This design comes from an exercise in tuning for small area, a short achievable clock period and few clock cycles on the open sky130 flow, not from production work.
The RTL was checked by simulation tests, not by an equivalence proof against the original design.
No activity file was given, so power comes from the tool's default toggle rates.

## design/flow/config.mk

```make
export PLATFORM = sky130hd
export DESIGN_NAME = CHIP
export DESIGN_NICKNAME = CHIP
export VERILOG_FILES = /design/flow/design.v
export SDC_FILE = /design/flow/constraint.sdc
export NUM_CORES = 8
export LEC_CHECK = 0
export CAP_MARGIN = 20
export CORE_MARGIN = 2
export CORE_UTILIZATION = 40
export PLACE_DENSITY = 0.6
export SLEW_MARGIN = 20
```

## design/flow/constraint.sdc

```tcl
create_clock -name core_clock -period 10.0 [get_ports {clk}]
set_input_delay 2.0000 -clock core_clock [delete_from_list [all_inputs] [get_ports {clk}]]
set_output_delay 2.0000 -clock core_clock [all_outputs]
set_load 0.01 [all_outputs]
```

## design/flow/design.v

```verilog
module CHIP(
    clk,
    rst_n,
    mem_wen_D,
    mem_addr_D,
    mem_wdata_D,
    mem_rdata_D,
    mem_addr_I,
    mem_rdata_I);
    input         clk, rst_n ;
    output        mem_wen_D  ;
    output [31:0] mem_addr_D ;
    output [31:0] mem_wdata_D;
    input  [31:0] mem_rdata_D;
    output [31:0] mem_addr_I ;
    input  [31:0] mem_rdata_I;
    reg    [31:0] PC          ;              
    reg    [31:0] PC_nxt      ;              
    wire          regWrite    ;              
    wire   [ 4:0] rs1, rs2, rd;              
    wire   [31:0] rs1_data    ;              
    wire   [31:0] rs2_data    ;              
    wire   [31:0] rd_data     ;              
    reg   [1:0]state, state_nxt;
    reg   [2:0]  itype, itype_nxt;  
    reg   [2:0]  func, func_nxt; 
    reg   [31:0] imm           ;
    reg   [31:0] alu_out       ;
    reg   [31:0] alu_out_nxt   ;
    reg   check_branch         ;
    reg   [31:0] write_rd      ;
    reg   [31:0] write_rd_nxt  ;
    reg   write, write_nxt     ;
    reg   ctrl, ctrl_nxt       ;  
    reg   [14:0] addr_I        ;
    reg   [14:0] addr_I_nxt    ;
    wire  valid                ;  
    wire  ready                ;  
    wire  [63:0] out           ;  
    parameter ID = 2'b00;
    parameter EX = 2'b01;
    parameter MW = 2'b10;   
    parameter R = 3'b000;
    parameter I = 3'b001;
    parameter S = 3'b010;
    parameter B = 3'b011;
    parameter U = 3'b100;
    parameter J = 3'b101;
    reg_file reg0(                           
        .clk(clk),                           
        .rst_n(rst_n),                       
        .wen(regWrite),                      
        .a1(rs1),                            
        .a2(rs2),                            
        .aw(rd),                             
        .d(rd_data),                         
        .q1(rs1_data),                       
        .q2(rs2_data));                      
    mulDiv mul0(
        .clk(clk),
        .rst_n(rst_n),
        .valid(valid),
        .ready(ready),
        .mode(1'b0),
        .in_A(rs1_data),
        .in_B(rs2_data),
        .out(out));
    assign  mem_wen_D  = ctrl;
    assign  mem_addr_D = alu_out;
    assign  mem_wdata_D = rs2_data;
    assign  mem_addr_I = PC;
    assign  regWrite = write;   
    assign  rs1 = addr_I[9:5];
    assign  rs2 = addr_I[14:10];
    assign  rd  = addr_I[4:0];
    assign  rd_data = (write && rd != 0) ? write_rd : 0;
    assign  valid = (itype == R && func == 3'b010 && state == EX) ? 1'b1 : 1'b0; 
    always @(*) begin
        case(state)
            ID : begin
                state_nxt = EX;
            end
            EX : begin
                state_nxt = ((itype == I && func == 3'b001)||(itype == S && func == 3'b000)) ? MW : ((itype == R && func == 3'b010 && !ready) ? EX : ID);
            end
            MW : begin
                state_nxt = ID;
            end
            default : state_nxt = ID;
        endcase
    end
    always @(*) begin   
        case(state)
            EX: begin
                case(itype)
                    R:begin
                        imm[31:0] = {32{1'b0}};
                    end
                    I:begin
                        imm[11:0]  = mem_rdata_I[31:20];
                        imm[31:12] = {20{imm[11]}};
                    end
                    S:begin
                        imm[11:5]  = mem_rdata_I[31:25];
                        imm[4:0]   = mem_rdata_I[11:7];
                        imm[31:12] = {20{imm[11]}};
                    end
                    B:begin
                        imm[12] = mem_rdata_I[31];
                        imm[11] = mem_rdata_I[7];
                        imm[10:5]  = mem_rdata_I[30:25];
                        imm[4:1]   = mem_rdata_I[11:8];
                        imm[0]  = 1'b0;
                        imm[31:13] = {19{imm[12]}};
                    end
                    U:begin
                        imm[31:12] = mem_rdata_I[31:12];
                        imm[11:0]  = {12{1'b0}};
                    end
                    J:begin
                        imm[20] = mem_rdata_I[31];
                        imm[19:12] =  mem_rdata_I[19:12];
                        imm[11] = mem_rdata_I[20];
                        imm[10:1]  = mem_rdata_I[30:21];
                        imm[0]  = 1'b0;
                        imm[31:21] = {11{imm[20]}};
                    end
                    default : imm = 0;
                endcase
            end
            default : imm = 0; 
        endcase
    end
    always @(*) begin  
        case(state)
            ID:begin
                case(mem_rdata_I[6:0])
                    7'b0110111:begin
                        itype_nxt = U;    
                        addr_I_nxt[4:0] = mem_rdata_I[11:7];
                        addr_I_nxt[9:5] = 5'b0;
                        addr_I_nxt[14:10] = 5'b0;
                        func_nxt = 3'b000;    
                    end
                    7'b0010111:begin
                        itype_nxt = U;    
                        addr_I_nxt[4:0] = mem_rdata_I[11:7];
                        addr_I_nxt[9:5] = 5'b0;
                        addr_I_nxt[14:10] = 5'b0;
                        func_nxt = 3'b001;    
                    end
                    7'b1101111:begin
                        itype_nxt = J;    
                        addr_I_nxt[4:0] = mem_rdata_I[11:7];
                        addr_I_nxt[9:5] = 5'b0;
                        addr_I_nxt[14:10] = 5'b0;
                        func_nxt = 3'b000;    
                    end
                    7'b1100111:begin
                        itype_nxt = I;    
                        addr_I_nxt[4:0] = mem_rdata_I[11:7];
                        addr_I_nxt[9:5] = mem_rdata_I[19:15];
                        addr_I_nxt[14:10] = 5'b0;
                        func_nxt = 3'b000;    
                    end
                    7'b1100011:begin
                        itype_nxt = B;    
                        addr_I_nxt[4:0] = 5'b0;
                        addr_I_nxt[9:5] = mem_rdata_I[19:15];
                        addr_I_nxt[14:10] = mem_rdata_I[24:20];
                        case(mem_rdata_I[14:12])
                            3'b000:begin
                                func_nxt = 3'b000;    
                            end
                            3'b001:begin
                                func_nxt = 3'b001;    
                            end
                            3'b100:begin
                                func_nxt = 3'b010;    
                            end
                            3'b101:begin
                                func_nxt = 3'b011;    
                            end
                        default : func_nxt = func;
                        endcase
                    end
                    7'b0000011:begin
                        itype_nxt = I;    
                        addr_I_nxt[4:0] = mem_rdata_I[11:7];
                        addr_I_nxt[9:5] = mem_rdata_I[19:15];
                        addr_I_nxt[14:10] = 5'b0;
                        func_nxt = 3'b001;    
                    end
                    7'b0100011:begin
                        itype_nxt = S;    
                        addr_I_nxt[4:0] = 5'b0;
                        addr_I_nxt[9:5] = mem_rdata_I[19:15];
                        addr_I_nxt[14:10] = mem_rdata_I[24:20];
                        func_nxt = 3'b000;    
                    end
                    7'b0010011:begin
                        itype_nxt = I;    
                        addr_I_nxt[4:0] = mem_rdata_I[11:7];
                        addr_I_nxt[9:5] = mem_rdata_I[19:15];
                        addr_I_nxt[14:10] = 5'b0;
                        case(mem_rdata_I[14:12])
                            3'b000:begin
                                func_nxt = 3'b010;    
                            end
                            3'b010:begin
                                func_nxt = 3'b011;    
                            end
                            3'b001:begin
                                func_nxt = 3'b100;    
                            end
                            3'b101:begin
                                func_nxt = 3'b101;    
                            end
                            default : func_nxt = func;
                        endcase
                    end
                    7'b0110011:begin
                        itype_nxt = R;    
                        addr_I_nxt[4:0] = mem_rdata_I[11:7];
                        addr_I_nxt[9:5] = mem_rdata_I[19:15];
                        addr_I_nxt[14:10] = mem_rdata_I[24:20];
                        case(mem_rdata_I[31:25])
                            7'b0000000:begin
                                func_nxt = 3'b000;    
                            end
                            7'b0100000:begin
                                func_nxt = 3'b001;    
                            end
                            7'b0000001:begin
                                func_nxt = 3'b010;    
                            end
                            default:begin
                                func_nxt = func;
                            end
                        endcase
                    end
                    default: begin
                        itype_nxt = itype;
                        func_nxt = func;
                        addr_I_nxt = addr_I;
                    end
                endcase
            end
            default: begin
                itype_nxt = itype;
                func_nxt = func;
                addr_I_nxt = addr_I;
            end
        endcase
    end
    always @(*) begin   
        check_branch = 1'b0;
        case(state)
            EX: begin
                case(itype)
                    R:begin         
                        case(func)
                            3'b000:begin     
                                alu_out_nxt = 0;
                                write_rd_nxt = rs1_data + rs2_data;
                                ctrl_nxt = 0;
                                PC_nxt = PC + 4;
                                write_nxt = 1;
                            end
                            3'b001:begin     
                                alu_out_nxt = 0;
                                write_rd_nxt = rs1_data - rs2_data;
                                ctrl_nxt = 0;
                                PC_nxt = PC + 4;
                                write_nxt = 1;
                            end
                            3'b010:begin     
                                if(ready) begin
                                    alu_out_nxt = alu_out;
                                    write_rd_nxt = out[31:0];
                                    ctrl_nxt = 0;
                                    PC_nxt = PC + 4;
                                    write_nxt = 1;
                                end
                                else begin
                                    alu_out_nxt = 0;
                                    write_rd_nxt = write_rd;
                                    ctrl_nxt = 0;
                                    PC_nxt = PC;
                                    write_nxt = 0;
                                end
                            end
                            default:begin
                                alu_out_nxt = alu_out;
                                write_rd_nxt = write_rd;
                                ctrl_nxt = 0;
                                PC_nxt = PC;
                                write_nxt = write;
                            end
                        endcase
                    end
                    I:begin         
                        case(func)
                            3'b000:begin     
                                alu_out_nxt = 0;
                                write_rd_nxt = PC + 4;
                                ctrl_nxt = 0;
                                PC_nxt = rs1_data + imm;
                                write_nxt = 1;
                            end
                            3'b001:begin     
                                alu_out_nxt = rs1_data + imm;
                                write_rd_nxt = write_rd;
                                ctrl_nxt = 0;
                                PC_nxt = PC;
                                write_nxt = 0;
                            end
                            3'b010:begin     
                                alu_out_nxt = 0;
                                write_rd_nxt = rs1_data + imm;
                                ctrl_nxt = 0;
                                PC_nxt = PC + 4;
                                write_nxt = 1;
                            end
                            3'b011:begin     
                                alu_out_nxt = 0;
                                write_rd_nxt = ($signed(rs1_data)<$signed(imm)) ? 1'b1 : 1'b0;
                                ctrl_nxt = 0;
                                PC_nxt = PC + 4;
                                write_nxt = 1;
                            end
                            3'b100:begin     
                                alu_out_nxt = 0;
                                write_rd_nxt = rs1_data <<< imm[4:0];
                                ctrl_nxt = 0;
                                PC_nxt = PC + 4;
                                write_nxt = 1;
                            end
                            3'b101:begin     
                                alu_out_nxt = 0;
                                write_rd_nxt = rs1_data >>> imm[4:0];
                                ctrl_nxt = 0;
                                PC_nxt = PC + 4;
                                write_nxt = 1;
                            end
                            default:begin
                                alu_out_nxt = alu_out;
                                write_rd_nxt = write_rd;
                                ctrl_nxt = 0;
                                PC_nxt = PC;
                                write_nxt = write;
                            end
                        endcase
                    end
                    S:begin         
                        case(func)
                            3'b000:begin     
                                alu_out_nxt = rs1_data + imm;
                                write_rd_nxt = 0;
                                ctrl_nxt = 1;
                                PC_nxt = PC;
                                write_nxt = 0;
                            end
                            default:begin
                                alu_out_nxt = alu_out;
                                write_rd_nxt = write_rd;
                                ctrl_nxt = 0;
                                PC_nxt = PC;
                                write_nxt = write;
                            end
                        endcase
                    end
                    B:begin         
                        case(func)
                            3'b000:begin     
                                check_branch = (rs1_data==rs2_data) ? 1'b1 : 1'b0;
                                alu_out_nxt = 0;
                                write_rd_nxt = 0;
                                ctrl_nxt = 0;
                                PC_nxt = (check_branch) ? (PC+imm) : (PC+4);
                                write_nxt = 0;
                            end
                            3'b001:begin     
                                check_branch = (rs1_data!=rs2_data) ? 1'b1 : 1'b0;
                                alu_out_nxt = 0;
                                write_rd_nxt = 0;
                                ctrl_nxt = 0;
                                PC_nxt = (check_branch) ? (PC+imm) : (PC+4);
                                write_nxt = 0;
                            end
                            3'b010:begin     
                                check_branch = ($signed(rs1_data)<$signed(rs2_data)) ? 1'b1 : 1'b0;
                                alu_out_nxt = 0;
                                write_rd_nxt = 0;
                                ctrl_nxt = 0;
                                PC_nxt = (check_branch) ? (PC+imm) : (PC+4);
                                write_nxt = 0;
                            end
                            3'b011:begin     
                                check_branch = ($signed(rs1_data)>=$signed(rs2_data)) ? 1'b1 : 1'b0;
                                alu_out_nxt = 0;
                                write_rd_nxt = 0;
                                ctrl_nxt = 0;
                                PC_nxt = (check_branch) ? (PC+imm) : (PC+4);
                                write_nxt = 0;
                            end
                            default:begin
                                alu_out_nxt = alu_out;
                                write_rd_nxt = write_rd;
                                ctrl_nxt = 0;
                                PC_nxt = PC;
                                write_nxt = write;
                            end
                        endcase
                    end
                    U:begin         
                        case(func)
                            3'b000:begin     
                                alu_out_nxt = 0;
                                write_rd_nxt = imm;
                                ctrl_nxt = 0;
                                PC_nxt = PC + 4;
                                write_nxt = 1;
                            end
                            3'b001:begin     
                                alu_out_nxt = 0;
                                write_rd_nxt = PC + imm;
                                ctrl_nxt = 0;
                                PC_nxt = PC + 4;
                                write_nxt = 1;
                            end
                            default:begin
                                alu_out_nxt = alu_out;
                                write_rd_nxt = write_rd;
                                ctrl_nxt = 0;
                                PC_nxt = PC;
                                write_nxt = write;
                            end
                        endcase
                    end
                    J:begin         
                        case(func)
                            3'b000:begin     
                                alu_out_nxt = 0;
                                write_rd_nxt = PC + 4;
                                ctrl_nxt = 0;
                                PC_nxt = PC + imm;
                                write_nxt = 1;
                            end
                            default:begin
                                alu_out_nxt = alu_out;
                                write_rd_nxt = write_rd;
                                ctrl_nxt = 0;
                                PC_nxt = PC;
                                write_nxt = write;
                            end
                        endcase
                    end
                    default:begin
                        alu_out_nxt = alu_out;
                        write_rd_nxt = write_rd;
                        ctrl_nxt = 0;
                        PC_nxt = PC;
                        write_nxt = write;
                    end
                endcase
            end
            MW: begin
                write_rd_nxt = (itype == I && func == 3'b001) ? mem_rdata_D : write_rd;
                ctrl_nxt = ctrl;
                alu_out_nxt = alu_out;
                PC_nxt = PC + 4;
                write_nxt = (itype == I && func == 3'b001) ? 1 : 0;
            end
            default:begin
                alu_out_nxt = alu_out;
                write_rd_nxt = write_rd;
                ctrl_nxt = 0;
                PC_nxt = PC;
                write_nxt = 0;
            end
        endcase
    end
    always @(posedge clk or negedge rst_n) begin
        if (!rst_n) begin
            PC <= 32'h00010000;  
            state <= ID;
            itype <= R;    
            func <= 3'b000;    
            write_rd <= 0;
            alu_out <= 0;
            write <= 0;
            ctrl <= 0;
            addr_I <= 0;
        end
        else begin
            PC <= PC_nxt;
            state <= state_nxt;
            itype <= itype_nxt;
            func <= func_nxt;
            write_rd <= write_rd_nxt;
            alu_out <= alu_out_nxt;
            write <= write_nxt;
            ctrl <= ctrl_nxt;
            addr_I <= addr_I_nxt;
        end 
    end
endmodule
module reg_file(clk, rst_n, wen, a1, a2, aw, d, q1, q2);
    parameter BITS = 32;
    parameter word_depth = 32;
    parameter addr_width = 5;  
    input clk, rst_n, wen;  
    input [BITS-1:0] d;
    input [addr_width-1:0] a1, a2, aw;
    output [BITS-1:0] q1, q2;
    reg [BITS-1:0] mem [0:word_depth-1];
    reg [BITS-1:0] mem_nxt [0:word_depth-1];
    integer i;
    assign q1 = mem[a1];
    assign q2 = mem[a2];
    always @(*) begin
        for (i=0; i<word_depth; i=i+1)
            mem_nxt[i] = (wen && (aw == i)) ? d : mem[i];
    end
    always @(posedge clk or negedge rst_n) begin
        if (!rst_n) begin
            mem[0] <= 0;
            for (i=1; i<word_depth; i=i+1) begin
                case(i)
                    32'd2: mem[i] <= 32'hbffffff0;
                    32'd3: mem[i] <= 32'h10008000;
                    default: mem[i] <= 32'h0;
                endcase
            end
        end
        else begin
            mem[0] <= 0;
            for (i=1; i<word_depth; i=i+1)
                mem[i] <= mem_nxt[i];
        end       
    end
endmodule
module mulDiv(clk, rst_n, valid, ready, mode, in_A, in_B, out);
    input         clk, rst_n;
    input         valid, mode;  
    output        ready;
    input  [31:0] in_A, in_B;
    output [63:0] out;
    parameter IDLE = 2'b00;
    parameter MUL  = 2'b01;
    parameter DIV  = 2'b10;
    parameter OUT  = 2'b11;
    reg  [ 1:0] state, state_nxt;
    reg  [ 4:0] counter, counter_nxt;
    reg  [63:0] shreg, shreg_nxt;
    reg  [31:0] alu_in, alu_in_nxt;
    reg  [32:0] alu_out;
    assign  ready = (state==OUT);
    assign  out = shreg;
    always @(*) begin
        case(state)
            IDLE: begin
                if (valid)
                    state_nxt = (mode==1) ? DIV : MUL;
                else
                    state_nxt = IDLE;
            end
            MUL : state_nxt = (counter==5'b11111) ? OUT : MUL;
            DIV : state_nxt = (counter==5'b11111) ? OUT : DIV;
            OUT : state_nxt = IDLE;       
        endcase
    end
    always @(*) begin
        case(state)
            MUL : counter_nxt = counter + 1'b1;
            DIV : counter_nxt = counter + 1'b1;
            default : counter_nxt = 0;
        endcase
    end
    always @(*) begin
        case(state)
            IDLE: begin
                if (valid) alu_in_nxt = in_B;
                else       alu_in_nxt = 0;
            end
            OUT : alu_in_nxt = 0;
            default: alu_in_nxt = alu_in;
        endcase
    end
    always @(*) begin
        case(state)
            MUL: begin 
                if (shreg[0]==1'b1) alu_out = shreg[63:32] + alu_in;
                else                alu_out = shreg[63:32];
            end
            DIV:begin
                if (shreg[62:31] >= alu_in) alu_out = shreg[62:31] - alu_in;
                else                        alu_out = shreg[62:31];
            end
            default: alu_out = 0;
        endcase
    end
    always @( *) begin
        case(state)
            IDLE: begin
                if (valid)begin
                    shreg_nxt[63:32] = 32'b0;
                    shreg_nxt[31:0] = in_A[31:0];
                end                  
                else
                    shreg_nxt = 0;
            end
            MUL: begin
                shreg_nxt[63:31] = alu_out[32:0];
                shreg_nxt[30:0] = shreg[31:1];
            end
            DIV: begin
                if (shreg[62:31] >= alu_in)begin
                    shreg_nxt[63:32] = alu_out[31:0];
                    shreg_nxt[31:1] = shreg[30:0];
                    shreg_nxt[0] = 1;
                end 
                else begin
                    shreg_nxt[63:32] = alu_out[31:0];
                    shreg_nxt[31:1] = shreg[30:0];
                    shreg_nxt[0] = 0;
                end                        
            end
            default: shreg_nxt = shreg;
        endcase
    end
    always @(posedge clk or negedge rst_n) begin
        if (!rst_n) begin
            state <= IDLE;
            counter <= 0;
            shreg <= 0;
            alu_in <= 0;
        end
        else begin
            state <= state_nxt;
            counter <= counter_nxt;
            shreg <= shreg_nxt;
            alu_in <= alu_in_nxt;
        end
    end
endmodule
```

## design/flow/run.sh

```bash
#!/bin/bash
# synth_recipe.tcl (not shown) runs the flow's synth.tcl, then flattens the netlist and writes it again
# the make line also repeats each setting of config.mk as NAME=value (left out here)
make -C /OpenROAD-flow-scripts/flow DESIGN_CONFIG=/design/flow/config.mk WORK_HOME=/design/flow/orfs CLKGATE_MAP_FILE= SYNTH_SCRIPT=/design/flow/synth_recipe.tcl finish
```

==> reports/qor.txt <==
PLACE
-----------------------------------------------------------------------------------
Number of placed instances, taps included                                     10900
Placer Congestion                                                              1.08
HPWL Detailed                                                                305 mm
Port bufs                                                                       162
Place WS                                                                    1.20 ns

LOGIC SYNTHESIS
-----------------------------------------------------------------------------------
Netlist cell types                                                              120
Post-synth EDFFs                                                                  0
Cell type with the highest aggregate area in the netlist               sky130_fd_sc_hd__dfrtp_1
Async SR Flop Fraction                                                         100%
Mapped cell area                                                         0.0782 mm2
Number of standard cells after synthesis                                       8630
Synth warnings                                                                    5
Syn avg cell area                                                          9.06 um2
Area share of the largest cell type after synthesis                           38.0%
Register area share after synthesis                                           39.0%
Top flip-flop cell by instance count after synthesis                   sky130_fd_sc_hd__dfrtp_1
Top cells by area in the synthesized netlist                           sky130_fd_sc_hd__dfrtp_1 (38%), sky130_fd_sc_hd__mux2_2 (7.7%), sky130_fd_sc_hd__o21ai_0 (5.2%), sky130_fd_sc_hd__nand2_1 (4.5%), sky130_fd_sc_hd__a22oi_1 (4.3%)
Post-synth net total                                                           8938
Flip-flop and latch count after synthesis                                      1216

CRITICAL PATH
-----------------------------------------------------------------------------------
Worst setup path category                                                   reg2reg
CP max FO                                                                        26
WP data arrival                                                             9.93 ns
Critical Path End Type                                                     register
Crit path launch type                                                      register
Worst Path Required                                                        10.70 ns

CLOCK NETWORK
-----------------------------------------------------------------------------------
Total clock sinks                                                              1216
Hold_buf cts                                                                      0
Number of CTS-inserted buffers                                                  143
Clk pin slew, worst setup/hold paths                                        0.06 ns
CTS tree                                                                        yes
Root buf cell                                                          sky130_fd_sc_hd__clkbuf_16
CTS Buffer Depth                                                                  3
Clk Latency, worst-skew pair                                                0.86 ns
Post-CTS resize count                                                             0
Post-CTS Setup Bufs                                                               0
Number of H-tree branching levels                                                 4

ROUTE
-----------------------------------------------------------------------------------
Routed via count                                                              82300
Vias per cell                                                                  7.34
Number of DRC markers after the initial detailed-route iteration              14600
Detailed-router iteration count before antenna repair                            14
Number of nets still failing antenna checks after routing                         0
Average routed wire per standard cell                                       40.3 um
Drc violations                                                                    0
Final Routed Wirelength                                                      452 mm

LAYOUT
-----------------------------------------------------------------------------------
Fillers                                                                       18700
Count of placed standard cells in the final layout, fillers left out          11200
Most frequent cells in the layout                                      sky130_fd_sc_hd__dfrtp_1 (1181), sky130_fd_sc_hd__nand2_1 (925), sky130_fd_sc_hd__o21ai_0 (813)
Fraction of layout cells with a size suffix above 1                           15.3%
Commonest non-fill, non-tap cell in the layout                         sky130_fd_sc_hd__dfrtp_1
Final nets                                                                     8847
Multi-input gate area in the final layout                                0.0448 mm2
Reg area                                                                 0.0305 mm2
Layout-stage area growth over the synthesis result                            13.1%

GLOBAL ROUTING
-----------------------------------------------------------------------------------
Total gr overflow                                                                 0
Global router's overall resource usage                                        44.1%
Via count of the first global-routing pass                                    77000
Antenna violations before repair                                                 39
Largest net degree at the start of global routing                               176
Global-route wire length before repair                                       622 mm

STA
-----------------------------------------------------------------------------------
Number of endpoints with negative hold slack in the final report                  0
Final setup violation count                                                       0
Minimum clock period after layout                                           9.23 ns
Maximum achievable frequency                                                108 MHz
Measured slew at the worst slew-check pin                                   1.41 ns
RSZ-0062 raised after global routing                                          false
Setup Total Neg Slack                                                          0 ns
Period Utilization, post-route                                                92.3%
Min setup slack post-route                                                 0.769 ns
Pins over their slew limit                                                        0
Max-slew headroom at the worst pin                                            6.29%
Worst-case clock skew                                                     0.0854 ns

DIE
-----------------------------------------------------------------------------------
Die X-Extent                                                                 446 um
Row count                                                                       162
Effective utilization at floorplan                                            40.2%
Height of the die                                                            446 um
Core footprint                                                            0.195 mm2
Area of the die                                                           0.199 mm2
Boundary pin count                                                              163

RUN STATUS
-----------------------------------------------------------------------------------
Run status                                                             complete, no violations

POWER
-----------------------------------------------------------------------------------
Final Power                                                                0.0225 W
Leak                                                                        39.4 nW
Max IR drop VDD                                                              241 uV
Total power divided by cell area                                         255 mW/mm2

HOLD PATH
-----------------------------------------------------------------------------------
Worst min-delay path class                                                  reg2reg

FLOW RUN
-----------------------------------------------------------------------------------
Maximum capacitance violations                                                    0

worst max-delay path: stages (launching register included):
cell and delay, ns:
sky130_fd_sc_hd__dfrtp_2 0.79, sky130_fd_sc_hd__nand2b_1 0.78, sky130_fd_sc_hd__nor2_1 0.44, sky130_fd_sc_hd__a2111o_1 0.52, sky130_fd_sc_hd__nor4_2 0.96, sky130_fd_sc_hd__nand2_1 0.71, sky130_fd_sc_hd__ha_1 0.59, sky130_fd_sc_hd__or3_1 0.36
sky130_fd_sc_hd__or4_1 0.46, sky130_fd_sc_hd__nor3_1 0.16, sky130_fd_sc_hd__a221o_1 0.42, sky130_fd_sc_hd__a2111oi_0 0.19, sky130_fd_sc_hd__a311oi_1 0.78, sky130_fd_sc_hd__nor2_1 0.15, sky130_fd_sc_hd__a2111oi_1 0.91, sky130_fd_sc_hd__o21ai_0 0.51
sky130_fd_sc_hd__and3_1 0.33
synth_stat cells, drive strengths merged (197+ instances only):
cell,n
a21oi,399
a22o,201
a22oi,451
and3,395
clkbuf,587
dfrtp,1186
ha,236
inv,197
mux2,537
nand2,941
nand3,262
nor2,441
o21ai,833
cells by family after synthesis:
group           share of synthesized area [%]
buf+inv                                  4.59
simple gates                             16.8
compound gates                           24.7
fa+ha+maj                                3.93
flops                                    39.0
xor+xnor                                 1.58
mux                                      9.39
final cells by class:
class                   instances  area share [%]
multi-input cells            6505            50.7
flip-flops and latches       1216            34.5
repair buffers                472            4.78
clock buffers                 208            4.68
well taps                    2542            3.60
inverters                     201           0.854
clock inverters                52           0.841
diodes                         23          0.0651
power by group:
part,internal [W],switching (W),total (W),leakage (nW)
Combinational,0.00283,0.00767,0.0105,20.3
Sequential,0.00556,0.000964,0.00653,16.7
Clock,0.00312,0.00240,0.00553,2.36
per-layer routing:
| metal | track usage (%) | wire (um) |
|---|---|---|
| met2 | 61.8 | 180000 |
| met5 | 0.757 | 609 |
| met3 | 18.8 | 64700 |
| met4 | 34.7 | 46100 |
| met1 | 52.8 | 161000 |
through the flow:
step / hold WS, ns / util, % / area [um2]
after global routing: 0.488 / 45.4 / 88300
after global placement: 0.444 / 42.8 / 83300
after CTS: 0.460 / 45.3 / 88200
final: 0.459 / 45.4 / 88400
after floorplan: 0.432 / - / 78200
after detailed placement: 0.452 / 42.8 / 83300
registers in the layout, summed over array words and instances, names as in the netlist, named ones only:
register and count:
state 2, reg0.mem 992, mul0.state 1, ctrl 1, mul0.shreg 64, PC 32
func 3, itype 3, addr_I 15, write 1, write_rd 32, alu_out 32
mul0.alu_in 32, mul0.counter 5
worst paths after layout:
path / slack, ns / end / from / cells after the start
setup / recovery: 0.77 / write_rd[29] / addr_I[9] / 16
hold / removal: 0.46 / mul0.counter[0] / mul0.counter[0] / 1
setup reg to reg: 0.77 / write_rd[29] / addr_I[9] / 16
hold reg to reg: 0.46 / mul0.counter[0] / mul0.counter[0] / 1
max in group asynchronous: 6.60 / addr_I[8] / rst_n / 3
min in group asynchronous: 1.07 / mul0.shreg[61] / rst_n / 1
Testbench counts, summed over its fixed seeds: cycles 63,243.

-- afterwards: timing with drivers on the ports --
How much do the figures lean on ideal ports? The routed layout below was timed once more, with nothing changed but the port constraints. Step 1 sets driving cells, clkbuf_16 on the clock port and buf_2 on the other inputs (assumed; they add their load-dependent delay and slew). Step 2 adds t to the input delays and takes it off the output delays; t is the mean of the earliest and latest rising clock arrival at the registers after step 1. Input paths then give back, and output paths get back, about the clock's delay inside the block. Three values: ideal, step 1, step 2; two values: the first two.
t, ns: 0.908
setup slack, ns: 0.769 / 0.769 / 0.769
cell pins on the clock port's net: 1
After both steps this run still meets setup and hold. The setup slack of this run moves by 0.000 ns with the drivers and by 0.000 ns with both steps.
